This design comes from an exercise in tuning for small area, a short achievable clock period and few clock cycles on the open sky130 flow, not from production work. RTL that was checked went through simulation tests only; none was proved equivalent to the original. No functional check of the RTL was part of run 5. Power is estimated from default activity; no workload was simulated.

===== flow/design.v =====
module p18240_core (
  input  logic        clock,
  input  logic        reset_L,
  output logic [15:0] mem_addr,
  output logic [15:0] mem_wdata,
  output logic        mem_re,
  output logic        mem_we,
  input  logic [15:0] mem_rdata,
  output logic        halted);
  function automatic logic [16:0] add16(input logic [15:0] a, input logic [15:0] b,
                                        input logic ci);
    logic [16:0] g, p, gn, pn;
    g[0] = ci;
    p[0] = 1'b0;
    for (int i = 0; i < 16; i++) begin
      g[i+1] = a[i] & b[i];
      p[i+1] = a[i] ^ b[i];
    end
    for (int d = 1; d < 17; d = d * 2) begin
      gn = g;
      pn = p;
      for (int j = d; j < 17; j++) begin
        gn[j] = g[j] | (p[j] & g[j-d]);
        pn[j] = p[j] & p[j-d];
      end
      g = gn;
      p = pn;
    end
    for (int i = 0; i < 16; i++)
      add16[i] = a[i] ^ b[i] ^ g[i];
    add16[16] = g[16];
  endfunction
  logic        st_f, st_fw, st_e1, st_e2;    
  logic        halt_q;
  logic [15:0] pc, pc_n, sp, sp_n, t, t_n;
  logic [3:0]  cc;                           
  logic [2:0]  off;                          
  logic        tog, tog_n;                   
  logic [2:0]  k, k_n;                       
  logic        pend, pend_n;                 
  logic        swreq, aligned, swap, rbk;
  logic        fetch, taken;
  typedef struct packed {
    logic [7:0] a, b;        
    logic one;               
    logic br;                
    logic imm;               
    logic spimm;             
    logic addsp, ldr, str, push, pop, rtn, rtnw, jsr, jsrw, stop, ldsp;
    logic to_fw;             
    logic to_e2;             
    logic e2rd;              
    logic e2we;              
    logic wd_ra;             
    logic bra, brz, brc, brn, brv, brw;
    logic wr_a;              
    logic wr_t;              
    logic cc_e1, cc_fw;      
    logic xinv, yen, yinv, cin;
    logic r_sum, r_and, r_or, r_xor, r_sl, r_rol, r_sr, r_ashr, r_movb, r_sp;
    logic c_add, c_sub, c_inc, c_dec;  
  } ctrl_t;
  ctrl_t c, dec;
  always_comb begin
    logic [9:0] o;
    o = mem_rdata[15:6];
    dec = '0;
    dec.a[{mem_rdata[5] ^ tog_n, mem_rdata[4:3]}] = 1'b1;
    dec.b[{mem_rdata[2] ^ tog_n, mem_rdata[1:0]}] = 1'b1;
    case (o)
      10'h010: begin dec.imm = 1; dec.to_e2 = 1; dec.e2rd = 1;                  
                     dec.wr_t = 1; dec.cc_fw = 1; dec.r_movb = 1; end
      10'h018: begin dec.imm = 1; dec.to_e2 = 1; dec.e2we = 1; end              
      10'h020: begin dec.ldr = 1; dec.to_fw = 1;                                
                     dec.wr_t = 1; dec.cc_fw = 1; dec.r_movb = 1; end
      10'h028: begin dec.str = 1; end                                           
      10'h030: begin dec.imm = 1; dec.to_fw = 1;                                
                     dec.wr_t = 1; dec.cc_fw = 1; dec.r_movb = 1; end
      10'h038: begin dec.one = 1; dec.wr_a = 1; dec.cc_e1 = 1; dec.yen = 1;     
                     dec.r_sum = 1; dec.c_add = 1; end
      10'h03C: begin dec.addsp = 1; end                                         
      10'h040: begin dec.one = 1; dec.wr_a = 1; dec.cc_e1 = 1; dec.yen = 1;     
                     dec.yinv = 1; dec.cin = 1; dec.r_sum = 1; dec.c_sub = 1; end
      10'h048: begin dec.one = 1; dec.wr_a = 1; dec.xinv = 1; dec.cin = 1;      
                     dec.r_sum = 1; end
      10'h050: begin dec.one = 1; dec.wr_a = 1; dec.cc_e1 = 1; dec.cin = 1;     
                     dec.r_sum = 1; dec.c_inc = 1; end
      10'h058: begin dec.one = 1; dec.wr_a = 1; dec.cc_e1 = 1; dec.yinv = 1;    
                     dec.r_sum = 1; dec.c_dec = 1; end
      10'h060: begin dec.one = 1; dec.wr_a = 1; dec.cc_e1 = 1; dec.xinv = 1;    
                     dec.r_sum = 1; end
      10'h068: begin dec.one = 1; dec.wr_a = 1; dec.cc_e1 = 1; dec.r_and = 1; end  
      10'h070: begin dec.one = 1; dec.wr_a = 1; dec.cc_e1 = 1; dec.r_or = 1; end   
      10'h078: begin dec.one = 1; dec.wr_a = 1; dec.cc_e1 = 1; dec.r_xor = 1; end  
      10'h080: begin dec.one = 1; dec.wr_a = 1; dec.cc_e1 = 1; dec.r_sl = 1; end   
      10'h088: begin dec.one = 1; dec.wr_a = 1; dec.cc_e1 = 1; dec.r_sl = 1;       
                     dec.r_rol = 1; end
      10'h090: begin dec.one = 1; dec.wr_a = 1; dec.cc_e1 = 1; dec.r_sr = 1; end   
      10'h098: begin dec.one = 1; dec.wr_a = 1; dec.cc_e1 = 1; dec.r_sr = 1;       
                     dec.r_ashr = 1; end
      10'h0A0: begin dec.one = 1; dec.br = 1; dec.bra = 1; end
      10'h0A8: begin dec.one = 1; dec.br = 1; dec.brz = 1; end
      10'h0B0: begin dec.one = 1; dec.br = 1; dec.brn = 1; end
      10'h0B8: begin dec.one = 1; dec.br = 1; dec.brv = 1; end
      10'h120: begin dec.one = 1; dec.br = 1; dec.brc = 1; end
      10'h0C6: begin dec.one = 1; dec.br = 1; dec.brw = 1; end
      10'h0C0: begin dec.stop = 1; end
      10'h0C4: begin dec.jsr = 1; dec.jsrw = 1; dec.to_e2 = 1; end              
      10'h0C5: begin dec.rtn = 1; dec.rtnw = 1; end                             
      10'h0C8: begin dec.push = 1; dec.wd_ra = 1; end                           
      10'h0D0: begin dec.pop = 1; dec.to_fw = 1; dec.wr_t = 1; dec.r_movb = 1; end  
      10'h0D8: begin dec.jsr = 1; dec.to_e2 = 1; end                            
      10'h0E0: begin dec.rtn = 1; end                                           
      10'h0E8: begin dec.one = 1; dec.wr_a = 1; dec.r_movb = 1; end             
      10'h0F0: begin dec.one = 1; dec.ldsp = 1; end                             
      10'h0F8: begin dec.one = 1; dec.wr_a = 1; dec.r_sp = 1; end               
      10'h100: begin dec.spimm = 1; dec.to_e2 = 1; dec.e2rd = 1;                
                     dec.wr_t = 1; dec.r_movb = 1; end
      10'h108: begin dec.spimm = 1; dec.to_e2 = 1; dec.e2we = 1;                
                     dec.wd_ra = 1; end
      10'h110: begin dec.imm = 1; dec.to_fw = 1; dec.cc_fw = 1; dec.yen = 1;    
                     dec.yinv = 1; dec.cin = 1; dec.r_sum = 1; dec.c_sub = 1; end
      10'h118: begin dec.one = 1; dec.cc_e1 = 1; dec.yen = 1; dec.yinv = 1;     
                     dec.cin = 1; dec.r_sum = 1; dec.c_sub = 1; end
      default: begin dec.one = 1; end                                           
    endcase
  end
  always_ff @(posedge clock)
    if (fetch) c <= dec;
  logic [15:0] w [0:7];                      
  logic [7:0]  wv;
  logic [63:0] sg [0:5];                     
  logic [3:0]  sv [0:5];
  logic [15:0] ra, rb, res;
  logic [7:0]  asel, bsel;
  logic        rf_we;
  logic [7:0] wv_n, asel_n, bsel_n;
  always_comb begin
    for (int i = 0; i < 8; i++) begin
      if (swap && rbk == i[2])
        wv_n[i] = sv[0][i[1:0]];
      else if (rf_we && c.a[i])
        wv_n[i] = 1'b1;
      else
        wv_n[i] = wv[i];
    end
    if (fetch) begin
      asel_n = dec.a & wv_n;
      bsel_n = dec.b & wv_n;
    end else begin
      asel_n = asel;
      bsel_n = (st_e1 & c.to_fw) | (st_e2 & c.e2rd) ? 8'h00 : bsel;
    end
  end
  always_ff @(posedge clock) begin
    asel <= asel_n;
    bsel <= bsel_n;
  end
  always_comb begin
    ra = 16'h0000;
    rb = t & {16{st_fw}};
    for (int i = 0; i < 8; i++) begin
      ra = ra | (w[i] & {16{asel[i]}});
      rb = rb | (w[i] & {16{bsel[i]}});
    end
  end
  assign swreq   = pend | (st_e1 & (c.jsrw | c.rtnw));
  assign aligned = c.jsrw ? (k == 3'd0) : (k == 3'd1);
  assign swap    = swreq & aligned;
  assign rbk     = c.jsrw ? tog : ~tog;      
  assign tog_n   = tog ^ swap;
  assign pend_n  = swreq & ~swap;
  always_comb
    if (swap)           k_n = c.jsrw ? 3'd0 : 3'd5;
    else if (k == 3'd0) k_n = 3'd5;
    else                k_n = k - 3'd1;
  always_ff @(posedge clock) begin
    for (int i = 0; i < 5; i++) sg[i] <= sg[i+1];
    sg[5] <= swap ? {w[{rbk, 2'd3}], w[{rbk, 2'd2}], w[{rbk, 2'd1}], w[{rbk, 2'd0}]} : sg[0];
    for (int i = 0; i < 8; i++) begin
      if (swap && rbk == i[2])
        w[i] <= sg[0][16*i[1:0] +: 16];
      else if (rf_we && c.a[i])
        w[i] <= res;
    end
  end
  always_ff @(posedge clock or negedge reset_L)
    if (~reset_L) begin
      for (int i = 0; i < 6; i++) sv[i] <= 4'h0;
      wv <= 8'h00;
    end else begin
      for (int i = 0; i < 5; i++) sv[i] <= sv[i+1];
      sv[5] <= swap ? wv[{rbk, 2'b00} +: 4] : sv[0];
      wv <= wv_n;
    end
  logic [15:0] x, y, sum, lres;
  logic        cout, zsum, zres, alu_c, alu_v;
  assign x = ra ^ {16{c.xinv}};
  assign y = (rb & {16{c.yen}}) ^ {16{c.yinv}};
  assign {cout, sum} = add16(x, y, c.cin);
  always_comb begin
    zsum = ((x[0] ^ y[0]) == c.cin);
    for (int i = 1; i < 16; i++)
      zsum = zsum & ((x[i] ^ y[i]) == (x[i-1] | y[i-1]));
  end
  always_comb begin
    lres = ({16{c.r_and}}  & (ra & rb))
         | ({16{c.r_or}}   & (ra | rb))
         | ({16{c.r_xor}}  & (ra ^ rb))
         | ({16{c.r_sl}}   & {ra[14:0], c.r_rol & ra[15]})
         | ({16{c.r_sr}}   & {c.r_ashr & ra[15], ra[15:1]})
         | ({16{c.r_movb}} & rb)
         | ({16{c.r_sp}}   & sp);
  end
  assign res  = c.r_sum ? sum : lres;
  assign zres = c.r_sum ? zsum : (lres == 16'h0000);
  always_comb begin
    alu_c = (c.c_add & cout) | (c.c_inc & cout) | (c.c_dec & ~cout) |
            (c.c_sub & (~cout | zsum)) |
            (c.r_sl & ra[15]) | (c.r_sr & ra[0]);
    alu_v = ((c.c_add | c.c_sub) & (x[15] == y[15]) & (sum[15] != x[15])) |
            (c.c_inc & ra[15] & ~sum[15]) |
            (c.c_dec & ~ra[15] & sum[15]);
  end
  logic [15:0] pc_inc, pc_inc2, sp_inc, sp_dec, sp_imm;
  assign pc_inc  = pc + 16'd1;
  assign pc_inc2 = pc + 16'd2;
  assign sp_inc  = sp + 16'd1;
  assign sp_dec  = sp - 16'd1;
  assign sp_imm  = add16(sp, mem_rdata, 1'b0);
  assign taken = c.bra | (c.brz & cc[3]) | (c.brc & cc[2]) | (c.brn & cc[1]) |
                 (c.brv & cc[0]) | (c.brw & off[2] & off[1]);
  logic btaken, skip;
  assign btaken = c.br & taken;
  assign skip   = st_e1 & c.br;              
  assign fetch  = st_fw | (st_f & (~pend | aligned)) | (st_e1 & c.one & ~btaken);
  assign mem_we = (st_e1 & (c.str | c.push | c.jsr)) | (st_e2 & c.e2we);
  assign mem_re = ~mem_we & ~(st_e1 & c.stop) & ~(st_f & pend & ~aligned);
  always_comb begin
    mem_addr = ({16{st_f | st_fw | (st_e1 & (c.one & ~c.br | c.imm | c.spimm | c.addsp | btaken))
                    | (st_e2 & c.jsr)}} & pc)
             | ({16{st_e1 & c.br & ~taken}}        & pc_inc)
             | ({16{st_e1 & c.str}}                & ra)
             | ({16{st_e1 & c.ldr}}                & rb)
             | ({16{st_e1 & (c.pop | c.rtn)}}      & sp)
             | ({16{st_e1 & (c.push | c.jsr)}}     & sp_dec)
             | ({16{st_e2 & ~c.jsr}}               & t);
    mem_wdata = c.wd_ra ? ra : (c.jsr ? pc_inc : rb);
  end
  assign rf_we = (st_e1 & c.wr_a) | (st_fw & c.wr_t);
  always_comb begin
    if (fetch)
      pc_n = skip ? pc_inc2 : pc_inc;
    else if (st_e1 & (c.imm | c.spimm | c.addsp))
      pc_n = pc_inc;
    else if ((st_e1 & (c.rtn | btaken)) | (st_e2 & c.jsr))
      pc_n = mem_rdata;
    else
      pc_n = pc;
    if (st_e1 & c.addsp)               sp_n = sp_imm;
    else if (st_e1 & (c.pop | c.rtn))  sp_n = sp_inc;
    else if (st_e1 & (c.push | c.jsr)) sp_n = sp_dec;
    else if (st_e1 & c.ldsp)           sp_n = ra;
    else                               sp_n = sp;
    if (st_e1 & c.spimm)               t_n = sp_imm;
    else if ((st_e1 & (c.imm | c.ldr | c.pop)) | (st_e2 & c.e2rd))
                                       t_n = mem_rdata;
    else                               t_n = t;
  end
  assign halted = halt_q;
  always_ff @(posedge clock or negedge reset_L)
    if (~reset_L) begin
      st_f   <= 1'b1;
      st_fw  <= 1'b0;
      st_e1  <= 1'b0;
      st_e2  <= 1'b0;
      halt_q <= 1'b0;
      pc     <= 16'h0000;
      sp     <= 16'h0000;
      cc     <= 4'h0;
      off    <= 3'd0;
      tog    <= 1'b0;
      k      <= 3'd0;
      pend   <= 1'b0;
    end else begin
      st_e1  <= fetch | (st_e1 & c.stop);
      st_fw  <= (st_e1 & c.to_fw) | (st_e2 & c.e2rd);
      st_e2  <= st_e1 & c.to_e2;
      st_f   <= (st_e1 & (c.addsp | c.str | c.push | c.rtn | btaken)) |
                (st_e2 & ~c.e2rd) | (st_f & ~fetch);
      halt_q <= halt_q | (st_e1 & c.stop);
      pc     <= pc_n;
      sp     <= sp_n;
      if ((st_e1 & c.cc_e1) | (st_fw & c.cc_fw))
        cc   <= {zres, alu_c, res[15], alu_v};
      if (st_e1 & c.jsrw) off <= off + 3'd1;
      if (st_e1 & c.rtnw) off <= off - 3'd1;
      tog    <= tog_n;
      k      <= k_n;
      pend   <= pend_n;
    end
  always_ff @(posedge clock)
    t <= t_n;
endmodule

===== flow/flow/run.sh =====
#!/bin/bash
set -euo pipefail
bash standard.sh SETUP_SLACK_MARGIN=6.5 finish > standard.log 2>&1

===== flow/standard.sh =====
#!/bin/bash
# synth_recipe.tcl (not shown) runs the flow's synth.tcl, then flattens the netlist and writes it again
# the make line also repeats each setting of config.mk as NAME=value (left out here)
make -C /OpenROAD-flow-scripts/flow DESIGN_CONFIG=/design/flow/config.mk WORK_HOME=/design/flow/orfs CLKGATE_MAP_FILE= SYNTH_SCRIPT=/design/flow/synth_recipe.tcl "${@:-finish}"

===== flow/config.mk =====
export PLATFORM = sky130hd
export DESIGN_NAME = p18240_core
export DESIGN_NICKNAME = p18240_core
export VERILOG_FILES = /design/flow/design.v
export SDC_FILE = /design/flow/constraint.sdc
export NUM_CORES = 4
export LEC_CHECK = 0
export ABC_CLOCK_PERIOD_IN_PS = 4000
export CAP_MARGIN = 20
export CORE_MARGIN = 2
export CORE_UTILIZATION = 40
export PLACE_DENSITY = 0.6
export SLEW_MARGIN = 20

===== flow/constraint.sdc =====
create_clock -name core_clock -period 10.0 [get_ports {clock}]
set_input_delay 2.0000 -clock core_clock [delete_from_list [all_inputs] [get_ports {clock}]]
set_output_delay 2.0000 -clock core_clock [all_outputs]
set_load 0.01 [all_outputs]

==> impl_metrics.csv, run 1 <==
group,metric,value,unit
sta,fin_setup_tns,0,ns
finish,nFillCells,6100,
setup_path,cpPeakStageDelay,0.53,ns
drt,drtPass1Iterations,12,
yosys,synth_top_family_by_area,"compound AO/OA/AOI/OAI gates",
sta,final-hold-violation-count,0,
yosys,synth_top_cell_by_area,"dfxtp_1",
clock_network,htree_num_levels,3,
drt,drtAntennaViolNets,0,
pwr,swShare,21.6,%
min_path,whs_path_depth,0,
setup_path,cp_cell_sequence,"buf_12 > a22oi_2 > nand4_1 > buf_6 > a222oi_1 > o211ai_1 > a21oi_1 > o21ai_2 > buf_2",
min_path,min_path_type,"flop to flop",
setup_path,criticalPathCategory,"flop to primary output",
yosys,synth-main-ff-cell,"dfxtp_1",
sta,fin_skew,0.0351,ns
clock_network,cts_tree,"built",
global_route,grt_pass1_vias,23400,
clock_network,cts_buffers,72,
place,placed_area,30600,sq um
die,dieArea,74300,sq um
finish,regArea,16200,sq um
pwr,netSwitchingPower,1220,uW
clock_network,clk_path_buf_depth,3,
yosys,synthMuxAreaShare,2.99,%
die,dieHeight,273,um
pwr,p_total,5660,uW
outcome,status,"no timing/DRC/antenna violations",
yosys,synthAdderAreaFrac,4.15,%
yosys,syn_avg_cell_area,10.4,sq um
die,coreArea,71500,sq um
yosys,synthArstFlopShare,11.9,%
sta,period_minus_slack,5.03,ns
finish,multiInputGateArea,14100,sq um
place,dp_hpwl,65300,um
pwr,p_comb_share,2.0,%
clock_network,clk-insertion-delay-late,0.65,ns
setup_path,cp-start-kind,"flop",
clock_network,path_clk_slew,0.07,ns
pwr,p_leak,0.0155,uW
drt,totalWireLength,103000,um
yosys,ys_types,78,
setup_path,crit_slowest_cell,"a222oi_1",
setup_path,crit_required,8.00,ns
place,numPortBuffers,52,
global_route,grt_util_all_layers,27.2,%
setup_path,path_max_fanout,4,
sta,rsz0062_at_grt,"yes",
drt,drt_iter0_drc,2813,
yosys,synthSimpleGateAreaFrac,12.9,%
sta,period_share,50.3,%
pwr,seqPwrFrac,50.2,%
die,start_util,40.4,%
pwr,p_per_area,150,nW/um^2
yosys,synth_top_area_share,26.6,%
yosys,seq_area_frac_synth,56.1,%
finish,layout.nets,3176,
die,die_w,273,um
yosys,ys_seq_elements,681,
pwr,p_clk_share,47.9,%
pwr,power.internal,4440,uW
setup_path,arrival,3.03,ns
finish,area_delta_synth_final,31.2,%
sta,setup_viol,0,
global_route,grt_max_degree,109,
sta,tightest_slew,1.17,ns
place,gp_congestion,0.929,
sta,relSlewSlack,22.2,%
die,ioPinCount,53,
clock_network,root_buffer,"clkbuf_16",
finish,drive_gt1_share,29.6,%
yosys,synth-edff-count,216,
drt,drc,0,
yosys,synthTopCellsByArea,"dfxtp_1, edfxtp_1, dfrtp_1, nand2_1, ha_1",
drt,post_drt_wl_per_cell,25.4,um
yosys,synth_compound_area_share,16.6,%
global_route,gr-total-overflow,0,
die,num_rows,98,
sta,finalMaxSlewViolations,0,
setup_path,critPathCaptureType,"primary output",
clock_network,cts.sinks,681,
sta,timing.fmax,199,MHz
yosys,syn-instance-count,2784,
drt,vias,23900,
flow_run,max-cap-violations,0,
drt,via_per_inst,5.88,
pwr,peakVddDrop,0.145,mV
yosys,synthesis.nets,2896,
yosys,yosysWarnings,4,
finish,design_area,37900,sq um
setup_path,rr_worst_depth,18,
clock_network,hold_buffers,0,
global_route,grt_pass1_wl,151000,um
global_route,antenna_found_initial,2,
yosys,synth-xor-area-share,3.58,%
yosys,netlist_area,28900,sq um
[layer usage]
layer / wire length [um] / global-route usage [%] / part of all wire [%]
met2: 44900 / 41.3 / 43
met3: 10700 / 6.45 / 10
met5: 15 / 0 / 0.015
met4: 6410 / 15.3 / 6.2
met1: 41300 / 35.7 / 40
[worst paths after layout]
| check | start | endpoint | slack, ns |
|---|---|---|---|
| worst max-delay path | asel[0]$_DFFE_PN_ | mem_addr[12] | 4.97 |
| worst min-delay path | sg[3][42]$_DFF_P_ | sg[2][42]$_DFF_P_ | 0.32 |
| worst max register to register | bsel[2]$_SDFFCE_PP0P_ | cc[2]$_DFFE_PN0P_ | 5.44 |
| worst min register to register | sg[3][42]$_DFF_P_ | sg[2][42]$_DFF_P_ | 0.32 |
| max in group asynchronous | reset_L | pc[3]$_DFFE_PN0P_ | 7.59 |
| min in group asynchronous | reset_L | off[0]$_DFFE_PN0P_ | 1.36 |
[cells by family after synthesis]
| group | Yosys count |
|---|---|
| muxes | 85 |
| and+or+nand+nor | 826 |
| DFF | 681 |
| AOI/OAI and AO/OA | 703 |
| buffers and inverters | 278 |
| xor gates and xnor gates | 117 |
| adders and majority gates | 94 |
[sequential cells by signal (all words and copies together), names as in the netlist, 3 cells and up]
| name | count |
|---|---|
| k | 3 |
| asel | 8 |
| cc | 4 |
| bsel | 8 |
| t | 16 |
| off | 3 |
| wv | 8 |
| sg | 384 |
| c | 56 |
| pc | 16 |
| sv | 24 |
| sp | 16 |
| w | 128 |
[stage by stage]
| step | setup WS, ns | hold WS (ns) | instances | util (%) |
|---|---|---|---|---|
| floorplan | 5.97 | 0.310 | 2784 | - |
| global placement | 4.84 | 0.310 | 3639 | 42.7 |
| detailed placement | 4.84 | 0.312 | 3640 | 42.7 |
| CTS | 5.00 | 0.307 | 4010 | 51.2 |
| global route | 4.87 | 0.316 | 4073 | 52.9 |
| finish | 4.97 | 0.318 | 4074 | 52.9 |
[synth_stat cells (all sizes together), types with 13 or more instances]
library cell  instances
nand3                62
nand2b               19
ha                   91
a22oi               112
dfrtp                80
clkbuf              164
edfxtp              216
and3                 26
a221oi               27
nand4                42
a211oi               16
o211ai               18
buf                  20
o21ai               195
o21a                 74
a21oi               100
xor2                 64
inv                  94
nand2               368
nor2                183
xnor2                53
a222oi               33
dfxtp               384
a22o                 19
nor3                 33
mux2i                76
nor4                 16
a31oi                13
and2                 28
[layout make-up]
class	instances	share of cell area, %
multi-input combinational	1826	37.2
timing repair buffer	389	9.33
clock buffer	104	5.56
sequential	681	42.9
clock inverter	29	0.942
tap	950	3.14
inverter	94	0.955
antenna	1	0.00661
[what timing repair did]
| item | CTS | global route |
|---|---|---|
| gates resized for setup | 587 | 188 |
| pin swaps | 181 | 130 |
| setup buffers | 232 | 62 |
| endpoints found under the setup margin | 272 | 227 |
| hold endpoints to repair | 0 | 0 |
| gates cloned | 5 | 0 |
[placed cells by master (no fill, tap or decap), types with 73 or more instances in the layout]
cell type	n
nor2_1	147
edfxtp_1	216
nand2_1	314
buf_4	218
o21a_1	73
dfxtp_1	384
mux2i_1	74
o21ai_0	136
clkbuf_16	75
inv_1	85
buf_6	95
[critical path: cells and delay by family (launching register included)]
kind / cells / cell delay [ns]
flops: 1 / 0.43
simple gates: 1 / 0.23
buf+inv: 3 / 0.54
compound gates: 5 / 1.18
[power groups by stage]
stage                     registers, uW  logic (uW)  clock network [uW]
after floorplan                    2900        47.5                   0
after global placement             2900        81.2                   0
after detailed placement           2900        82.4                   0
after CTS                          2840         103                2760
after global routing               2840         119                2880
final                              2840         111                2710
Testbench counts, summed over its fixed seeds: cycles 26,823.
==> run 2, diff against run 1 <==
--- a/flow/design.v
+++ b/flow/design.v
@@ -42,6 +42,7 @@
   logic        fetch, taken;
   typedef struct packed {
     logic [7:0] a, b;        
+    logic [2:0] ai;          
     logic one;               
     logic br;                
     logic imm;               
@@ -52,12 +53,12 @@
     logic e2rd;              
     logic e2we;              
     logic wd_ra;             
-    logic bra, brz, brc, brn, brv, brw;
+    logic [2:0] cond;        
     logic wr_a;              
     logic wr_t;              
     logic cc_e1, cc_fw;      
     logic xinv, yen, yinv, cin;
-    logic r_sum, r_and, r_or, r_xor, r_sl, r_rol, r_sr, r_ashr, r_movb, r_sp;
+    logic r_sum, r_and, r_or, r_xor, r_sl, r_sr, r_fill, r_movb, r_sp;
     logic c_add, c_sub, c_inc, c_dec;  
   } ctrl_t;
   ctrl_t c, dec;
@@ -66,6 +67,7 @@
     o = mem_rdata[15:6];
     dec = '0;
     dec.a[{mem_rdata[5] ^ tog_n, mem_rdata[4:3]}] = 1'b1;
+    dec.ai = {mem_rdata[5] ^ tog_n, mem_rdata[4:3]};
     dec.b[{mem_rdata[2] ^ tog_n, mem_rdata[1:0]}] = 1'b1;
     case (o)
       10'h010: begin dec.imm = 1; dec.to_e2 = 1; dec.e2rd = 1;                  
@@ -94,16 +96,16 @@
       10'h078: begin dec.one = 1; dec.wr_a = 1; dec.cc_e1 = 1; dec.r_xor = 1; end  
       10'h080: begin dec.one = 1; dec.wr_a = 1; dec.cc_e1 = 1; dec.r_sl = 1; end   
       10'h088: begin dec.one = 1; dec.wr_a = 1; dec.cc_e1 = 1; dec.r_sl = 1;       
-                     dec.r_rol = 1; end
+                     dec.r_fill = 1; end
       10'h090: begin dec.one = 1; dec.wr_a = 1; dec.cc_e1 = 1; dec.r_sr = 1; end   
       10'h098: begin dec.one = 1; dec.wr_a = 1; dec.cc_e1 = 1; dec.r_sr = 1;       
-                     dec.r_ashr = 1; end
-      10'h0A0: begin dec.one = 1; dec.br = 1; dec.bra = 1; end
-      10'h0A8: begin dec.one = 1; dec.br = 1; dec.brz = 1; end
-      10'h0B0: begin dec.one = 1; dec.br = 1; dec.brn = 1; end
-      10'h0B8: begin dec.one = 1; dec.br = 1; dec.brv = 1; end
-      10'h120: begin dec.one = 1; dec.br = 1; dec.brc = 1; end
-      10'h0C6: begin dec.one = 1; dec.br = 1; dec.brw = 1; end
+                     dec.r_fill = 1; end
+      10'h0A0: begin dec.one = 1; dec.br = 1; dec.cond = 3'd0; end
+      10'h0A8: begin dec.one = 1; dec.br = 1; dec.cond = 3'd1; end
+      10'h0B0: begin dec.one = 1; dec.br = 1; dec.cond = 3'd3; end
+      10'h0B8: begin dec.one = 1; dec.br = 1; dec.cond = 3'd4; end
+      10'h120: begin dec.one = 1; dec.br = 1; dec.cond = 3'd2; end
+      10'h0C6: begin dec.one = 1; dec.br = 1; dec.cond = 3'd5; end
       10'h0C0: begin dec.stop = 1; end
       10'h0C4: begin dec.jsr = 1; dec.jsrw = 1; dec.to_e2 = 1; end              
       10'h0C5: begin dec.rtn = 1; dec.rtnw = 1; end                             
@@ -139,7 +141,7 @@
     for (int i = 0; i < 8; i++) begin
       if (swap && rbk == i[2])
         wv_n[i] = sv[0][i[1:0]];
-      else if (rf_we && c.a[i])
+      else if (rf_we && c.ai == i[2:0])
         wv_n[i] = 1'b1;
       else
         wv_n[i] = wv[i];
@@ -180,7 +182,7 @@
     for (int i = 0; i < 8; i++) begin
       if (swap && rbk == i[2])
         w[i] <= sg[0][16*i[1:0] +: 16];
-      else if (rf_we && c.a[i])
+      else if (rf_we && c.ai == i[2:0])
         w[i] <= res;
     end
   end
@@ -207,8 +209,8 @@
     lres = ({16{c.r_and}}  & (ra & rb))
          | ({16{c.r_or}}   & (ra | rb))
          | ({16{c.r_xor}}  & (ra ^ rb))
-         | ({16{c.r_sl}}   & {ra[14:0], c.r_rol & ra[15]})
-         | ({16{c.r_sr}}   & {c.r_ashr & ra[15], ra[15:1]})
+         | ({16{c.r_sl}}   & {ra[14:0], c.r_fill & ra[15]})
+         | ({16{c.r_sr}}   & {c.r_fill & ra[15], ra[15:1]})
          | ({16{c.r_movb}} & rb)
          | ({16{c.r_sp}}   & sp);
   end
@@ -222,14 +224,20 @@
             (c.c_inc & ra[15] & ~sum[15]) |
             (c.c_dec & ~ra[15] & sum[15]);
   end
-  logic [15:0] pc_inc, pc_inc2, sp_inc, sp_dec, sp_imm;
+  logic [15:0] pc_inc, pc_inc2, sp_pm, sp_imm;
   assign pc_inc  = pc + 16'd1;
   assign pc_inc2 = pc + 16'd2;
-  assign sp_inc  = sp + 16'd1;
-  assign sp_dec  = sp - 16'd1;
+  assign sp_pm   = sp + ((c.push | c.jsr) ? 16'hFFFF : 16'h0001);   
   assign sp_imm  = add16(sp, mem_rdata, 1'b0);
-  assign taken = c.bra | (c.brz & cc[3]) | (c.brc & cc[2]) | (c.brn & cc[1]) |
-                 (c.brv & cc[0]) | (c.brw & off[2] & off[1]);
+  always_comb
+    case (c.cond)
+      3'd0:    taken = 1'b1;
+      3'd1:    taken = cc[3];
+      3'd2:    taken = cc[2];
+      3'd3:    taken = cc[1];
+      3'd4:    taken = cc[0];
+      default: taken = off[2] & off[1];
+    endcase
   logic btaken, skip;
   assign btaken = c.br & taken;
   assign skip   = st_e1 & c.br;              
@@ -243,7 +251,7 @@
              | ({16{st_e1 & c.str}}                & ra)
              | ({16{st_e1 & c.ldr}}                & rb)
              | ({16{st_e1 & (c.pop | c.rtn)}}      & sp)
-             | ({16{st_e1 & (c.push | c.jsr)}}     & sp_dec)
+             | ({16{st_e1 & (c.push | c.jsr)}}     & sp_pm)
              | ({16{st_e2 & ~c.jsr}}               & t);
     mem_wdata = c.wd_ra ? ra : (c.jsr ? pc_inc : rb);
   end
@@ -258,8 +266,8 @@
     else
       pc_n = pc;
     if (st_e1 & c.addsp)               sp_n = sp_imm;
-    else if (st_e1 & (c.pop | c.rtn))  sp_n = sp_inc;
-    else if (st_e1 & (c.push | c.jsr)) sp_n = sp_dec;
+    else if (st_e1 & (c.pop | c.rtn))  sp_n = sp_pm;
+    else if (st_e1 & (c.push | c.jsr)) sp_n = sp_pm;
     else if (st_e1 & c.ldsp)           sp_n = ra;
     else                               sp_n = sp;
     if (st_e1 & c.spimm)               t_n = sp_imm;
==> flow/run.sh (new file) <==
#!/bin/bash
# synth_recipe.tcl (not shown) runs the flow's synth.tcl, then flattens the netlist and writes it again
# the make line also repeats each setting of config.mk as NAME=value (left out here)
make -C /OpenROAD-flow-scripts/flow DESIGN_CONFIG=/design/flow/config.mk WORK_HOME=/design/flow/orfs CLKGATE_MAP_FILE= SYNTH_SCRIPT=/design/flow/synth_recipe.tcl finish
--- a/flow/config.mk
+++ b/flow/config.mk
@@ -8,6 +8,7 @@
 export ABC_CLOCK_PERIOD_IN_PS = 4000
 export CAP_MARGIN = 20
 export CORE_MARGIN = 2
-export CORE_UTILIZATION = 40
-export PLACE_DENSITY = 0.6
+export CORE_UTILIZATION = 55
+export PLACE_DENSITY = 0.7
+export SETUP_SLACK_MARGIN = 5
 export SLEW_MARGIN = 20
removed: flow/flow/run.sh
removed: flow/standard.sh
==> impl_metrics.csv, run 2 <==
group,metric,value,unit
outcome,status,"no timing/DRC/antenna violations",
setup_path,endpoint,"mem_addr[15]",
sta,fin_ws,4.49,ns
finish,layout.nets,2920,
setup_path,cpPeakStageDelay,0.52,ns
drt,drt_iter0_drc,3108,
sta,relSlewSlack,30.8,%
place,numPortBuffers,52,
setup_path,rr_worst_depth,32,
setup_path,setup.worst_path.start,"c[32]$_DFFE_PN_",
setup_path,timing.rr.start,"c[32]$_DFFE_PN_",
sta,finalMaxSlewViolations,0,
sta,final-hold-violation-count,0,
yosys,netlist_area,28600,sq um
yosys,seq_area_frac_synth,55.7,%
clock_network,cts.sinks,672,
place,pre_cts_ws,3.58,ns
drt,drc,0,
die,dieHeight,232,um
clock_network,cts_tree,"built",
drt,drtAntennaViolNets,0,
sta,fin_skew,0.0331,ns
clock_network,clk_path_buf_depth,3,
finish,final_cell_mix,"dfxtp_1, nand2_1, edfxtp_1",
die,coreArea,51300,sq um
yosys,syn-instance-count,2692,
yosys,synthesis.nets,2817,
sta,period_minus_slack,5.51,ns
yosys,synthArstFlopShare,12.1,%
pwr,netSwitchingPower,1180,uW
sta,setup_viol,0,
clock_network,cts_buffers,68,
setup_path,arrival,3.51,ns
die,ioPinCount,53,
finish,nFillCells,3998,
setup_path,r2r_setup_slack,4.52,ns
clock_network,hold_buffers,0,
min_path,min_path_type,"flop to flop",
global_route,grt_pass1_vias,22100,
yosys,synth_most_common_cell,"dfxtp_1",
pwr,seqPwrFrac,50.7,%
finish,regMostFlops,"sg",
yosys,synth-main-ff-cell,"dfxtp_1",
global_route,grt_pass1_wl,134000,um
global_route,antenna_found_initial,2,
global_route,gr-total-overflow,0,
clock_network,htree_num_levels,3,
setup_path,critPathCaptureType,"primary output",
setup_path,timing.rr.end,"sp[15]$_DFFE_PN0P_",
setup_path,cpMostUsedCell,"buf_12",
setup_path,cp-start-kind,"flop",
yosys,synthTopCellsByArea,"dfxtp_1, edfxtp_1, dfrtp_1, ha_1, nand2_1",
drt,drtPass1Iterations,9,
pwr,peakVddDrop,0.134,mV
global_route,grt_max_degree,71,
yosys,synth_commonest_cells,"dfxtp_1, nand2_1, nor2_1, edfxtp_1, o21ai_0",
sta,tightest_slew,1.03,ns
sta,period_share,55.1,%
yosys,ys_seq_elements,672,
yosys,synth-edff-count,207,
drt,post_drt_wl_per_cell,25.3,um
pwr,p_total,5530,uW
global_route,grt_util_all_layers,33.1,%
pwr,p_per_area,165,nW/um^2
yosys,synth_top_area_share,26.9,%
pwr,power.internal,4350,uW
die,start_util,55.7,%
sta,fin_setup_tns,0,ns
setup_path,path_max_fanout,5,
finish,mostFrequentLayoutCell,"dfxtp_1",
pwr,p_clk_share,47.5,%
finish,largest_reg_flops,384,
finish,reg.largest.list,"sg x384, w x128, c x47",
clock_network,path_clk_slew,0.07,ns
setup_path,crit_required,8.00,ns
place,dp_hpwl,59900,um
place,gp_congestion,1.04,
die,num_rows,83,
yosys,yosysWarnings,4,
yosys,ys_types,85,
yosys,syn_avg_cell_area,10.6,sq um
pwr,swShare,21.3,%
setup_path,crit_slowest_cell,"or4b_4",
drt,vias,22600,
sta,rsz0062_at_grt,"yes",
setup_path,cp_cell_sequence,"buf_12 > nor2_4 > buf_12 > inv_12 > ha_4 > o21ai_4 > o21ai_2 > or4b_4 > a31oi_4 > a21oi_2 > mux2i_1 > a221o_1 > buf_2",
pwr,p_comb_share,1.8,%
pwr,p_leak,0.0138,uW
die,die_w,232,um
drt,totalWireLength,89200,um
finish,drive_gt1_share,14.7,%
clock_network,root_buffer,"clkbuf_16",
finish,area_delta_synth_final,16.9,%
die,dieArea,53800,sq um
setup_path,criticalPathCategory,"flop to primary output",
sta,timing.fmax,182,MHz
flow_run,max-cap-violations,0,
yosys,synth_top_cell_by_area,"dfxtp_1",
drt,via_per_inst,6.40,
clock_network,clk-insertion-delay-late,0.63,ns
## run 2: power groups by stage
stage	Clock [uW]	Combinational, uW	Sequential (uW)
floorplan	0	50.7	2860
global placement	0	84.0	2860
detailed placement	0	85.8	2860
CTS	2660	93.1	2800
global route	2770	105	2800
finish	2630	97.9	2800
## run 2: through the flow
step / hold slack, ns / utilization [%] / cells / cell area [sq um]
after floorplan: 0.310 / - / 2692 / 28600
after detailed placement: 0.312 / 57.9 / 3313 / 29700
final: 0.311 / 65.1 / 3530 / 33400
after global routing: 0.318 / 65.1 / 3529 / 33400
after global placement: 0.310 / 57.9 / 3313 / 29700
after CTS: 0.298 / 64.6 / 3510 / 33100
## run 2: logic make-up (layout without fill, tap and decap cells)
logic type	count (synthesis)	after routing	synth area share, %
flip-flops	672	672	55.7
AND/OR/NAND/NOR	736	736	11.9
AO/OA/AOI/OAI	734	734	17.8
buffers and inverters	251	408	3.47
XOR/XNOR	106	106	3.30
multiplexers	86	86	3.05
adder cells (fa/ha/maj)	107	107	4.79
other	0	1	0
## run 2: area by class of cell
type	count	area [sq um]	share of cell area, %
diodes	1	2.50	0.00749
flip-flops and latches	672	15900	47.7
repair buffers	190	1540	4.62
inverters	93	362	1.08
multi-input cells	1769	12300	37.0
clock buffers	87	1960	5.87
clock inverters	37	392	1.17
well taps	680	851	2.55
repair inverters	1	8.76	0.0262
## run 2: timing repair
action	CTS	global route
buffers inserted	71	18
pin swaps	35	37
gates cloned	2	0
endpoints found under the setup margin	42	35
resized for setup	174	52
## run 2: worst min-delay path by stage
stage	startpoint	endpoint	slack (ns)	depth (start not counted)
after detailed placement	sg[1][14]$_DFF_P_	sg[0][14]$_DFF_P_	0.31	0
after CTS	sg[2][11]$_DFF_P_	sg[1][11]$_DFF_P_	0.30	0
final	sg[2][11]$_DFF_P_	sg[1][11]$_DFF_P_	0.31	0
after global routing	sg[2][11]$_DFF_P_	sg[1][11]$_DFF_P_	0.32	0
after global placement	sg[3][27]$_DFF_P_	sg[2][27]$_DFF_P_	0.31	0
after floorplan	sg[1][0]$_DFF_P_	sg[0][0]$_DFF_P_	0.31	0
## run 2: critical path: cells and delay by family (launching register included)
family          cells  cell delay [ns]
mux                 1             0.15
fa+ha+maj           1             0.29
compound gates      5             0.86
simple gates        2             0.63
buf+inv             4             0.50
flops               1             0.43
## run 2: routing by layer
| layer | routed length (um) | up-vias | track usage, % |
|---|---|---|---|
| li1 | - | 9974 | - |
| met1 | 35300 | 10800 | 44.1 |
| met2 | 39000 | 1455 | 50.3 |
| met3 | 10200 | 361 | 8.79 |
| met4 | 4690 | 0 | 16.2 |
| met5 | 0 | - | 0 |
Testbench counts of run 2, summed over its fixed seeds: cycles 26,823.
==> run 3, diff against run 2 <==
--- a/flow/config.mk
+++ b/flow/config.mk
@@ -8,7 +8,7 @@
 export ABC_CLOCK_PERIOD_IN_PS = 4000
 export CAP_MARGIN = 20
 export CORE_MARGIN = 2
-export CORE_UTILIZATION = 55
-export PLACE_DENSITY = 0.7
+export CORE_UTILIZATION = 40
+export PLACE_DENSITY = 0.6
 export SETUP_SLACK_MARGIN = 5
 export SLEW_MARGIN = 20
==> impl_metrics.csv, run 3 <==
group,metric,value,unit
drt,drc,0,
min_path,min_from,"sg[5][25]$_DFF_P_",
finish,mostFrequentLayoutCell,"dfxtp_1",
setup_path,timing.rr.end,"w[2][15]$_DFFE_PP_",
yosys,synth_most_common_cell,"dfxtp_1",
die,die_w,271,um
finish,regMostFlops,"sg",
global_route,use_met1,33.9,%
sta,finalMaxSlewViolations,0,
finish,largest_reg_flops,384,
sta,rsz0062_at_grt,"yes",
yosys,synth_top_cell_by_area,"dfxtp_1",
clock_network,htree_num_levels,3,
pwr,p_clk_share,47.7,%
global_route,antenna_found_initial,1,
pwr,p_leak,0.0136,uW
place,dp_hpwl,64400,um
finish,final_cell_mix,"dfxtp_1, nand2_1, edfxtp_1",
die,ioPinCount,53,
setup_path,crit_required,8.00,ns
setup_path,rr_worst_depth,15,
die,start_util,40.2,%
setup_path,timing.rr.start,"bsel[2]$_SDFFCE_PP0P_",
pwr,peakVddDrop,0.126,mV
min_path,min_path_type,"flop to flop",
drt,via_per_inst,5.91,
place,placed_area,30100,sq um
finish,nFillCells,6581,
outcome,status,"no timing/DRC/antenna violations",
yosys,synthTopCellsByArea,"dfxtp_1, edfxtp_1, dfrtp_1, ha_1, nand2_1",
yosys,ys_seq_elements,672,
drt,drt_iter0_drc,2603,
setup_path,critPathCaptureType,"primary output",
die,num_rows,98,
finish,area_delta_synth_final,17.3,%
setup_path,worst-path-buf-inv,5,
sta,setup_viol,0,
yosys,synth-edff-count,207,
setup_path,cp_cell_sequence,"buf_12 > nor2_4 > clkinvlp_4 > buf_12 > buf_4 > ha_4 > nand3_1 > or4b_4 > a31oi_4 > a21oi_2 > mux2i_1 > a221o_1 > buf_2",
drt,drtAntennaViolNets,0,
yosys,yosysWarnings,4,
global_route,met3_usage,4.51,%
global_route,grt_pass1_vias,21900,
yosys,ys_types,85,
pwr,seqPwrFrac,50.6,%
setup_path,r2r_setup_slack,5.37,ns
sta,fin_setup_tns,0,ns
setup_path,crit_slowest_cell,"or4b_4",
global_route,grt_pass1_wl,141000,um
drt,totalWireLength,94200,um
sta,relSlewSlack,19.3,%
clock_network,clk_path_buf_depth,3,
setup_path,cp.depth,13,
clock_network,hold_buffers,0,
sta,period_minus_slack,5.61,ns
pwr,netSwitchingPower,1180,uW
clock_network,root_buffer,"clkbuf_16",
yosys,synthesis.nets,2817,
global_route,grt_util_all_layers,25.3,%
setup_path,cpMostUsedCell,"buf_12",
pwr,swShare,21.3,%
setup_path,cpPeakStageDelay,0.56,ns
finish,design_area,33500,sq um
pwr,p_comb_share,1.7,%
flow_run,max-cap-violations,0,
sta,period_share,56.1,%
finish,reg.largest.list,"sg x384, w x128, c x47",
place,numPortBuffers,52,
drt,drtPass1Iterations,7,
setup_path,endpoint,"mem_addr[15]",
place,gp_congestion,0.969,
clock_network,path_clk_slew,0.06,ns
clock_network,cts.sinks,672,
global_route,busiest_layer,"met2",
sta,final-hold-violation-count,0,
drt,post_drt_wl_per_cell,25.0,um
sta,timing.fmax,178,MHz
sta,fin_ws,4.39,ns
die,dieArea,73600,sq um
die,coreArea,71100,sq um
yosys,synthArstFlopShare,12.1,%
yosys,synth-main-ff-cell,"dfxtp_1",
sta,fin_skew,0.0228,ns
yosys,syn-instance-count,2692,
setup_path,criticalPathCategory,"flop to primary output",
global_route,grt_max_degree,84,
setup_path,cp_top_family,"simple AND/OR/NAND/NOR gates",
setup_path,setup.worst_path.start,"c[32]$_DFFE_PN_",
yosys,synth_commonest_cells,"dfxtp_1, nand2_1, nor2_1, edfxtp_1, o21ai_0",
yosys,seq_area_frac_synth,55.7,%
pwr,power.internal,4360,uW
yosys,netlist_area,28600,sq um
yosys,synth_top_area_share,26.9,%
global_route,use_met2,39.3,%
yosys,syn_avg_cell_area,10.6,sq um
place,pre_cts_ws,3.79,ns
global_route,gr-total-overflow,0,
finish,post-route-util,47.1,%
setup_path,arrival,3.61,ns
setup_path,path_max_fanout,11,
pwr,p_per_area,165,nW/um^2
clock_network,cts_tree,"built",
drt,vias,22300,
clock_network,cts_buffers,71,
die,dieHeight,271,um
finish,layout.nets,2889,
setup_path,cp-start-kind,"flop",
finish,drive_gt1_share,13.2,%
sta,tightest_slew,1.18,ns
clock_network,clk-insertion-delay-late,0.63,ns
==> run 3: cell counts after synthesis <==
No cell type changed its count.
==> run 3: power groups by stage <==
stage | Combinational [uW] | Sequential, uW | Clock (uW)
3_5_place_dp | 92.0 | 2860 | 0
2_1_floorplan | 50.7 | 2860 | 0
6_report | 96.7 | 2800 | 2640
5_1_grt | 105 | 2800 | 2810
4_1_cts | 93.5 | 2800 | 2700
3_3_place_gp | 91.4 | 2860 | 0
==> run 3: logic make-up (layout without fill, tap and decap cells) <==
| family | after synthesis | count (layout) | synth area share (%) |
|---|---|---|---|
| fa+ha+maj | 107 | 107 | 4.79 |
| mux | 86 | 86 | 3.05 |
| flops | 672 | 672 | 55.7 |
| buf+inv | 251 | 381 | 3.47 |
| other cells | 0 | 1 | 0 |
| compound gates | 734 | 734 | 17.8 |
| simple gates | 736 | 736 | 11.9 |
| xor+xnor | 106 | 106 | 3.30 |
==> run 3: final cells by class <==
cell class / count / area, sq um / area share (%)
Clock inverter: 37 / 362 / 1.08
Timing Repair Buffer: 157 / 1350 / 4.02
Multi-Input combinational cell: 1769 / 12300 / 36.8
Clock buffer: 94 / 1990 / 5.93
Tap cell: 950 / 1190 / 3.55
Inverter: 93 / 353 / 1.05
Sequential cell: 672 / 15900 / 47.6
Antenna cell: 1 / 2.50 / 0.00747
==> run 3: metal layers <==
| metal | up-vias | share of wire [%] |
|---|---|---|
| met2 | 1266 | 44 |
| met3 | 267 | 9.0 |
| li1 | 9940 | - |
| met1 | 10800 | 41 |
| met5 | - | 0.012 |
| met4 | 2 | 5.1 |
==> run 3: per-stage QoR <==
step	hold slack [ns]	instances	power, uW
after floorplan	0.310	2692	2910
after global placement	0.309	3583	2950
after detailed placement	0.312	3583	2950
after CTS	0.320	3757	5590
after global routing	0.325	3772	5720
final	0.320	3773	5540
==> run 3: worst min path at each step <==
stage	end	slack (ns)	cells past startpoint
2_1_floorplan	sg[0][0]$_DFF_P_	0.31	0
3_3_place_gp	sg[2][6]$_DFF_P_	0.31	0
3_5_place_dp	sg[0][11]$_DFF_P_	0.31	0
4_1_cts	sg[4][25]$_DFF_P_	0.32	0
5_1_grt	sg[1][13]$_DFF_P_	0.33	0
6_report	sg[4][25]$_DFF_P_	0.32	0
==> run 3: timing repair <==
action | in CTS | in global routing
endpoints found under the setup margin | 43 | 31
resized for setup | 180 | 33
cloned | 1 | 0
setup buffers | 42 | 14
pin swaps | 31 | 29
==> run 4, diff against run 3 <==
--- a/flow/design.v
+++ b/flow/design.v
@@ -224,10 +224,11 @@
             (c.c_inc & ra[15] & ~sum[15]) |
             (c.c_dec & ~ra[15] & sum[15]);
   end
-  logic [15:0] pc_inc, pc_inc2, sp_pm, sp_imm;
+  logic [15:0] pc_inc, pc_inc2, sp_inc, sp_dec, sp_imm;
   assign pc_inc  = pc + 16'd1;
   assign pc_inc2 = pc + 16'd2;
-  assign sp_pm   = sp + ((c.push | c.jsr) ? 16'hFFFF : 16'h0001);   
+  assign sp_inc  = sp + 16'd1;
+  assign sp_dec  = sp - 16'd1;
   assign sp_imm  = add16(sp, mem_rdata, 1'b0);
   always_comb
     case (c.cond)
@@ -251,7 +252,7 @@
              | ({16{st_e1 & c.str}}                & ra)
              | ({16{st_e1 & c.ldr}}                & rb)
              | ({16{st_e1 & (c.pop | c.rtn)}}      & sp)
-             | ({16{st_e1 & (c.push | c.jsr)}}     & sp_pm)
+             | ({16{st_e1 & (c.push | c.jsr)}}     & sp_dec)
              | ({16{st_e2 & ~c.jsr}}               & t);
     mem_wdata = c.wd_ra ? ra : (c.jsr ? pc_inc : rb);
   end
@@ -266,8 +267,8 @@
     else
       pc_n = pc;
     if (st_e1 & c.addsp)               sp_n = sp_imm;
-    else if (st_e1 & (c.pop | c.rtn))  sp_n = sp_pm;
-    else if (st_e1 & (c.push | c.jsr)) sp_n = sp_pm;
+    else if (st_e1 & (c.pop | c.rtn))  sp_n = sp_inc;
+    else if (st_e1 & (c.push | c.jsr)) sp_n = sp_dec;
     else if (st_e1 & c.ldsp)           sp_n = ra;
     else                               sp_n = sp;
     if (st_e1 & c.spimm)               t_n = sp_imm;
==> impl_metrics.csv, run 4 <==
group,metric,value,unit
place,dp_hpwl,66100,um
yosys,synthTopCellsByArea,"dfxtp_1, edfxtp_1, dfrtp_1, ha_1, nand2_1",
yosys,synth-edff-count,207,
global_route,grt_pass1_vias,21900,
drt,vias,22700,
yosys,synth_top_cell_by_area,"dfxtp_1",
finish,layout.nets,2955,
die,coreArea,70100,sq um
finish,multiInputGateArea,12100,sq um
die,die_w,271,um
min_path,min_path_type,"flop to flop",
die,ioPinCount,53,
finish,regMostFlops,"sg",
die,num_rows,97,
die,start_util,40.5,%
clock_network,clk-insertion-delay-late,0.62,ns
global_route,grt_pass1_wl,141000,um
finish,reg.largest.list,"sg x384, w x128, c x47",
clock_network,cts_buffers,68,
finish,stdcell_count,3836,
yosys,synthMuxAreaShare,3.26,%
flow_run,max-cap-violations,0,
sta,finalMaxSlewViolations,0,
setup_path,cpMostUsedCell,"buf_6",
yosys,syn_avg_cell_area,10.5,sq um
pwr,power.internal,4290,uW
pwr,p_clk_share,46.7,%
setup_path,cpPeakStageDelay,0.60,ns
pwr,netSwitchingPower,1130,uW
sta,period_minus_slack,5.23,ns
yosys,syn-instance-count,2709,
sta,rsz0062_at_grt,"yes",
clock_network,cts_tree,"built",
finish,final_cell_mix,"dfxtp_1, nand2_1, nor2_1",
pwr,seqPwrFrac,51.6,%
place,placed_area,29800,sq um
min_path,holdPathEnd,"sg[2][63]$_DFF_P_",
global_route,antenna_found_initial,1,
setup_path,timing.rr.start,"bsel[6]$_SDFFCE_PP0P_",
finish,diodes,0,
clock_network,hold_buffers,0,
yosys,ys_types,89,
drt,drc,0,
yosys,synthSimpleGateAreaFrac,13.0,%
drt,drtPass1Iterations,8,
sta,fin_setup_tns,0,ns
clock_network,path_clk_slew,0.06,ns
die,dieArea,73200,sq um
yosys,synth_top_family_by_area,"compound AO/OA/AOI/OAI gates",
sta,final-hold-violation-count,0,
yosys,netlist_area,28400,sq um
pwr,swShare,20.9,%
yosys,ys_seq_elements,672,
sta,fin_skew,0.0283,ns
pwr,peakVddDrop,0.136,mV
sta,period_share,52.3,%
yosys,seq_area_frac_synth,56.0,%
clock_network,clk_path_buf_depth,3,
place,gp_congestion,0.992,
yosys,yosysWarnings,4,
global_route,grt_max_degree,106,
yosys,synth_compound_area_share,16.2,%
finish,largest_reg_flops,384,
global_route,gr-total-overflow,0,
pwr,p_comb_share,1.6,%
outcome,status,"no timing/DRC/antenna violations",
clock_network,root_buffer,"clkbuf_16",
yosys,synth-main-ff-cell,"dfxtp_1",
drt,drtAntennaViolNets,0,
sta,relSlewSlack,29.9,%
drt,totalWireLength,96200,um
setup_path,critPathCaptureType,"primary output",
setup_path,r2r_setup_slack,5.10,ns
min_path,whs_path_depth,0,
sta,setup_viol,0,
setup_path,timing.rr.end,"w[0][15]$_DFFE_PP_",
finish,drive_gt1_share,16.1,%
setup_path,crit_required,8.00,ns
setup_path,crit_slowest_cell,"a222oi_1",
setup_path,arrival,3.23,ns
finish,regArea,16000,sq um
pwr,p_per_area,160,nW/um^2
finish,area_delta_synth_final,18.9,%
place,numPortBuffers,52,
finish,design_area,33800,sq um
min_path,min_from,"sg[3][63]$_DFF_P_",
setup_path,rr_worst_depth,18,
sta,timing.fmax,191,MHz
yosys,synthAdderAreaFrac,4.22,%
yosys,synth_commonest_cells,"dfxtp_1, nand2_1, nor2_1, edfxtp_1, o21ai_0",
drt,post_drt_wl_per_cell,25.1,um
yosys,synthesis.nets,2821,
clock_network,htree_num_levels,3,
setup_path,criticalPathCategory,"flop to primary output",
global_route,grt_util_all_layers,25.6,%
setup_path,cp_cell_sequence,"buf_8 > buf_6 > buf_6 > a22oi_2 > nand4_1 > buf_6 > a222oi_1 > o221ai_1 > a221o_1 > buf_2",
setup_path,cp-start-kind,"flop",
yosys,synth-xor-area-share,3.70,%
drt,via_per_inst,5.91,
drt,drt_iter0_drc,3227,
die,dieHeight,271,um
place,placed_cells,3569,
yosys,synth_most_common_cell,"dfxtp_1",
finish,mostFrequentLayoutCell,"dfxtp_1",
yosys,synthArstFlopShare,12.1,%
finish,nFillCells,6528,
setup_path,path_max_fanout,6,
sta,tightest_slew,1.04,ns
pwr,p_leak,0.0140,uW
clock_network,cts.sinks,672,
yosys,synth_top_area_share,27.0,%
[run 4: critical path, delay by kind of cell (launching register included)]
kind	cells	cell delay [ns]
AND/OR/NAND/NOR	1	0.17
flip-flops	1	0.41
AO/OA/AOI/OAI	4	1.33
buffers and inverters	5	0.71
[run 4: area by class of cell]
| type | instances | share of cell area [%] |
|---|---|---|
| inverters | 90 | 1.01 |
| repair buffers | 233 | 5.92 |
| flip-flops and latches | 672 | 47.2 |
| clock buffers | 98 | 6.04 |
| clock inverters | 25 | 0.629 |
| well taps | 940 | 3.48 |
| multi-input cells | 1778 | 35.7 |
[run 4: kinds of logic after synthesis]
kind of cell | after synthesis
muxes | 91
buffers and inverters | 260
xor gates and xnor gates | 117
DFF | 672
AOI/OAI and AO/OA | 659
and+or+nand+nor | 816
adders and majority gates | 94
[run 4: power by group through the flow]
stage          registers, uW  logic [uW]  clock network (uW)
2_1_floorplan           2860        47.9                   0
3_3_place_gp            2860        85.3                   0
3_5_place_dp            2860        86.6                   0
4_1_cts                 2800        87.0                2590
5_1_grt                 2800        95.2                2700
6_report                2800        89.0                2540
[run 4: stage by stage]
stage	utilization, %	setup WS (ns)	hold slack [ns]	total power [uW]
2_1_floorplan	-	5.75	0.310	2910
3_3_place_gp	42.5	4.79	0.310	2940
3_5_place_dp	42.5	4.74	0.312	2950
4_1_cts	47.6	4.74	0.318	5480
5_1_grt	48.2	4.74	0.319	5600
6_report	48.2	4.77	0.313	5430
[run 4: layer usage]
| metal | vias up | part of all wire (%) | track usage, % |
|---|---|---|---|
| met5 | - | 0.010 | 0 |
| met3 | 329 | 9.7 | 5.30 |
| li1 | 10000 | - | - |
| met4 | 2 | 5.2 | 12.5 |
| met1 | 11000 | 40 | 34.0 |
| met2 | 1348 | 45 | 39.8 |
[run 4: timing repair]
action | CTS | global route
setup buffers | 112 | 30
endpoints found under the hold margin | 0 | 0
pin swaps | 43 | 42
cloned | 2 | 0
resized for setup | 157 | 72
setup endpoints to repair | 34 | 37
[run 4: worst max path at each step]
stage | start | end
finish | asel[0]$_DFFE_PN_ | mem_addr[12]
global route | asel[0]$_DFFE_PN_ | mem_addr[12]
CTS | sp[2]$_DFFE_PN0P_ | mem_addr[11]
detailed placement | pc[2]$_DFFE_PN0P_ | mem_addr[11]
global placement | pc[2]$_DFFE_PN0P_ | mem_addr[13]
floorplan | mem_rdata[1] | t[15]$_DFFE_PP_
Testbench counts of run 4, summed over its fixed seeds: cycles 26,823.
==> run 5, diff against run 4 <==
--- a/flow/design.v
+++ b/flow/design.v
@@ -30,7 +30,7 @@
       add16[i] = a[i] ^ b[i] ^ g[i];
     add16[16] = g[16];
   endfunction
-  logic        st_f, st_fw, st_e1, st_e2;    
+  logic        st_f, st_fw, st_e1, st_e2, st_a;    
   logic        halt_q;
   logic [15:0] pc, pc_n, sp, sp_n, t, t_n;
   logic [3:0]  cc;                           
@@ -243,18 +243,27 @@
   assign btaken = c.br & taken;
   assign skip   = st_e1 & c.br;              
   assign fetch  = st_fw | (st_f & (~pend | aligned)) | (st_e1 & c.one & ~btaken);
+  logic [15:0] ma, wd;
+  logic        fwd_b, hazard;
+  assign fwd_b  = st_fw & c.wr_t & ({mem_rdata[2] ^ tog_n, mem_rdata[1:0]} == c.ai);
+  assign hazard = fetch & (dec.str | dec.push | (dec.ldr & ~fwd_b));
   assign mem_we = (st_e1 & (c.str | c.push | c.jsr)) | (st_e2 & c.e2we);
-  assign mem_re = ~mem_we & ~(st_e1 & c.stop) & ~(st_f & pend & ~aligned);
-  always_comb begin
+  assign mem_re = ~mem_we & ~(st_e1 & c.stop) & ~(st_f & pend & ~aligned) & ~st_a;
+  always_comb
     mem_addr = ({16{st_f | st_fw | (st_e1 & (c.one & ~c.br | c.imm | c.spimm | c.addsp | btaken))
                     | (st_e2 & c.jsr)}} & pc)
              | ({16{st_e1 & c.br & ~taken}}        & pc_inc)
-             | ({16{st_e1 & c.str}}                & ra)
-             | ({16{st_e1 & c.ldr}}                & rb)
+             | ({16{st_e1 & (c.str | c.ldr)}}      & ma)
              | ({16{st_e1 & (c.pop | c.rtn)}}      & sp)
              | ({16{st_e1 & (c.push | c.jsr)}}     & sp_dec)
              | ({16{st_e2 & ~c.jsr}}               & t);
-    mem_wdata = c.wd_ra ? ra : (c.jsr ? pc_inc : rb);
+  assign mem_wdata = wd;
+  always_ff @(posedge clock) begin
+    if (fetch & dec.ldr & fwd_b)       ma <= t;
+    else if (st_a)                     ma <= c.ldr ? rb : ra;
+    if (fetch & dec.jsr)               wd <= pc_n + 16'd1;        
+    else if (st_a)                     wd <= c.str ? rb : ra;     
+    else if (st_e1 & c.e2we)           wd <= c.wd_ra ? ra : rb;   
   end
   assign rf_we = (st_e1 & c.wr_a) | (st_fw & c.wr_t);
   always_comb begin
@@ -283,6 +292,7 @@
       st_fw  <= 1'b0;
       st_e1  <= 1'b0;
       st_e2  <= 1'b0;
+      st_a   <= 1'b0;
       halt_q <= 1'b0;
       pc     <= 16'h0000;
       sp     <= 16'h0000;
@@ -292,7 +302,8 @@
       k      <= 3'd0;
       pend   <= 1'b0;
     end else begin
-      st_e1  <= fetch | (st_e1 & c.stop);
+      st_e1  <= (fetch & ~hazard) | (st_e1 & c.stop) | st_a;
+      st_a   <= hazard;
       st_fw  <= (st_e1 & c.to_fw) | (st_e2 & c.e2rd);
       st_e2  <= st_e1 & c.to_e2;
       st_f   <= (st_e1 & (c.addsp | c.str | c.push | c.rtn | btaken)) |
==> flow/flow/run.sh (new file) <==
#!/bin/bash
set -euo pipefail
bash standard.sh SETUP_SLACK_MARGIN=6.5 finish > standard.log 2>&1
==> flow/standard.sh (new file) <==
#!/bin/bash
# synth_recipe.tcl (not shown) runs the flow's synth.tcl, then flattens the netlist and writes it again
# the make line also repeats each setting of config.mk as NAME=value (left out here)
make -C /OpenROAD-flow-scripts/flow DESIGN_CONFIG=/design/flow/config.mk WORK_HOME=/design/flow/orfs CLKGATE_MAP_FILE= SYNTH_SCRIPT=/design/flow/synth_recipe.tcl "${@:-finish}"
--- a/flow/config.mk
+++ b/flow/config.mk
@@ -10,5 +10,4 @@
 export CORE_MARGIN = 2
 export CORE_UTILIZATION = 40
 export PLACE_DENSITY = 0.6
-export SETUP_SLACK_MARGIN = 5
 export SLEW_MARGIN = 20
removed: flow/run.sh
==> impl_metrics.csv, run 5 <==
group,metric,value,unit
outcome,status,"no timing/DRC/antenna violations",
die,start_util,40.2,%
die,coreArea,75600,sq um
die,ioPinCount,53,
drt,drc,0,
finish,diodes,0,
drt,drt_iter0_drc,3267,
global_route,grt_max_degree,92,
sta,timing.fmax,199,MHz
finish,largest_reg_flops,384,
setup_path,crit_required,8.00,ns
yosys,synthArstFlopShare,11.6,%
global_route,grt_pass1_wl,159000,um
die,die_w,279,um
setup_path,arrival,3.02,ns
drt,drtAntennaViolNets,0,
yosys,ys_types,93,
finish,stdcell_count,4225,
yosys,synthTopCellsByArea,"dfxtp_1, edfxtp_1, dfrtp_1, nand2_1, ha_1",
drt,via_per_inst,6.02,
finish,mostFrequentLayoutCell,"dfxtp_1",
yosys,seq_area_frac_synth,55.7,%
finish,area_delta_synth_final,29.5,%
clock_network,path_clk_slew,0.06,ns
pwr,peakVddDrop,0.199,mV
yosys,synth_most_common_cell,"dfxtp_1",
setup_path,path_max_fanout,6,
sta,fin_ws,4.98,ns
clock_network,cts_tree,"built",
setup_path,criticalPathCategory,"flop to primary output",
global_route,gr-total-overflow,0,
clock_network,root_buffer,"clkbuf_16",
yosys,syn_avg_cell_area,10.4,sq um
finish,drive_gt1_share,27.2,%
setup_path,critPathCaptureType,"primary output",
drt,drtPass1Iterations,13,
setup_path,cp-start-kind,"flop",
yosys,synth_top_area_share,25.3,%
sta,fin_setup_tns,0,ns
finish,layout.nets,3303,
pwr,p_per_area,406,nW/um^2
sta,final-hold-violation-count,0,
sta,relSlewSlack,20.4,%
yosys,ys_seq_elements,705,
clock_network,clk_path_buf_depth,3,
flow_run,max-cap-violations,0,
place,numPortBuffers,52,
global_route,antenna_found_initial,0,
sta,tightest_slew,1.19,ns
sta,rsz0062_at_grt,"yes",
place,dp_hpwl,69600,um
global_route,grt_util_all_layers,27.0,%
pwr,p_total,16000,uW
place,pre_cts_ws,4.51,ns
sta,finalMaxSlewViolations,0,
drt,dr_wl_met3,10900,um
die,dieHeight,279,um
yosys,synth-main-ff-cell,"dfxtp_1",
finish,design_area,39300,sq um
die,num_rows,101,
place,placed_area,32300,sq um
finish,reg.largest.list,"sg x384, w x128, c x47",
yosys,synth-edff-count,239,
sta,period_share,50.2,%
clock_network,clk-insertion-delay-late,0.63,ns
min_path,min_path_type,"flop to flop",
yosys,synthesis.nets,3038,
yosys,syn-instance-count,2925,
global_route,grt_pass1_vias,24900,
drt,vias,25400,
finish,regMostFlops,"sg",
yosys,netlist_area,30400,sq um
clock_network,htree_num_levels,3,
drt,dr_wl_met2,47100,um
place,placed_cells,3812,
sta,period_minus_slack,5.02,ns
sta,setup_viol,0,
sta,fin_skew,0.0281,ns
drt,post_drt_wl_per_cell,25.4,um
yosys,yosysWarnings,4,
drt,top_layer,"met4",
clock_network,cts_buffers,73,
yosys,synth_top_cell_by_area,"dfxtp_1",
drt,drt-met1-wl,43200,um
pwr,p_leak,0.0159,uW
place,gp_congestion,0.993,
yosys,synth_commonest_cells,"dfxtp_1, nand2_1, edfxtp_1, nor2_1, o21ai_0",
finish,nFillCells,6587,
die,dieArea,78100,sq um
finish,final_cell_mix,"dfxtp_1, nand2_1, edfxtp_1",
clock_network,cts.sinks,705,
drt,totalWireLength,107000,um
-- run 5: critical path, stage by stage (launching register included) --
cell and delay [ns]:
dfrtp_2 0.44, or3_4 0.42, nor3_4 0.17, or4b_4 0.53
nor4_4 0.31, o21ai_2 0.10, nand2_1 0.08, o2111ai_1 0.16
buf_2 0.20
-- run 5: logic make-up after synthesis --
kind of cell	after synthesis	share of synthesized area [%]
buffers and inverters	303	3.83
adders and majority gates	96	4.02
xor gates and xnor gates	117	3.43
DFF	705	55.7
and+or+nand+nor	886	13.4
muxes	91	3.02
AOI/OAI and AO/OA	727	16.6
-- run 5: final timing paths --
kind,slack (ns),to,depth (start not counted),from
min,0.31,sg[2][32]$_DFF_P_,0,sg[3][32]$_DFF_P_
max in group asynchronous,7.49,st_e1$_DFF_PN0_,2,reset_L
max reg2reg,5.86,w[2][15]$_DFFE_PP_,18,bsel[7]$_SDFFCE_PP0P_
min in group asynchronous,1.35,pc[14]$_DFF_PN0_,1,reset_L
max,4.98,mem_addr[15],8,sp[1]$_DFFE_PN0P_
min reg2reg,0.31,sg[2][32]$_DFF_P_,0,sg[3][32]$_DFF_P_
-- run 5: per-stage QoR --
stage | utilization (%) | hold WS, ns
6_report | 52.0 | 0.311
3_3_place_gp | 42.7 | 0.310
2_1_floorplan | - | 0.310
4_1_cts | 50.6 | 0.316
5_1_grt | 52.0 | 0.327
3_5_place_dp | 42.7 | 0.312
-- run 5: what timing repair did --
action / 4_1_cts / 5_1_grt
resized for setup: 514 / 165
setup buffers: 214 / 56
pin swaps: 151 / 107
hold buffers: 0 / 0
cloned: 10 / 1
setup endpoints to repair: 290 / 222
-- run 5: per-layer routing --
metal  up-vias  GRT usage [%]
met5         -              0
met4         0           13.5
met3       382           6.12
met2      1516           41.2
met1     12400           36.1
li1      11100              -
-- run 5: where the power goes --
part	internal [uW]	switching (uW)
sequential	4260	797
combinational	3380	4740
clock	1620	1160
total	9250	6700
-- run 5: cell type report --
type / count / area (sq um) / area share (%)
multi-input cells: 1918 / 14600 / 37.0
well taps: 978 / 1220 / 3.11
inverters: 117 / 475 / 1.21
flip-flops and latches: 705 / 16900 / 43.1
clock inverters: 27 / 288 / 0.732
clock buffers: 105 / 2190 / 5.56
repair buffers: 375 / 3640 / 9.27

## static timing again, ports no longer ideal
In the flow no input, the clock included, has a driving cell. The finished layouts below were timed again as built, in two steps. Step 1 (the two cells are an assumption about what drives the block):
set clk [get_ports {clock}]
set_driving_cell -lib_cell sky130_fd_sc_hd__clkbuf_16 $clk
set_driving_cell -lib_cell sky130_fd_sc_hd__buf_2 [delete_from_list [all_inputs] $clk]
Step 2 adds t to the input delays and takes it off the output delays; t is the mean of the earliest and latest rising clock arrival at the registers after step 1. Input paths then give back, and output paths get back, about the clock's delay inside the block. Three values: ideal, step 1, step 2; two values: the first two.
run	t, ns	setup slack, ns	hold WS [ns]
run 1	0.696	4.973 / 4.909 / 5.442	0.318 / 0.318 / 0.318
run 2	0.682	4.492 / 4.427 / 4.519	0.311 / 0.311 / 0.311
run 3	0.684	4.393 / 4.329 / 4.675	0.320 / 0.320 / 0.320
run 4	0.669	4.770 / 4.706 / 4.797	0.313 / 0.313 / 0.313
run 5	0.689	4.982 / 4.907 / 5.526	0.311 / 0.311 / 0.311
After both steps setup and hold are still met in every run listed.
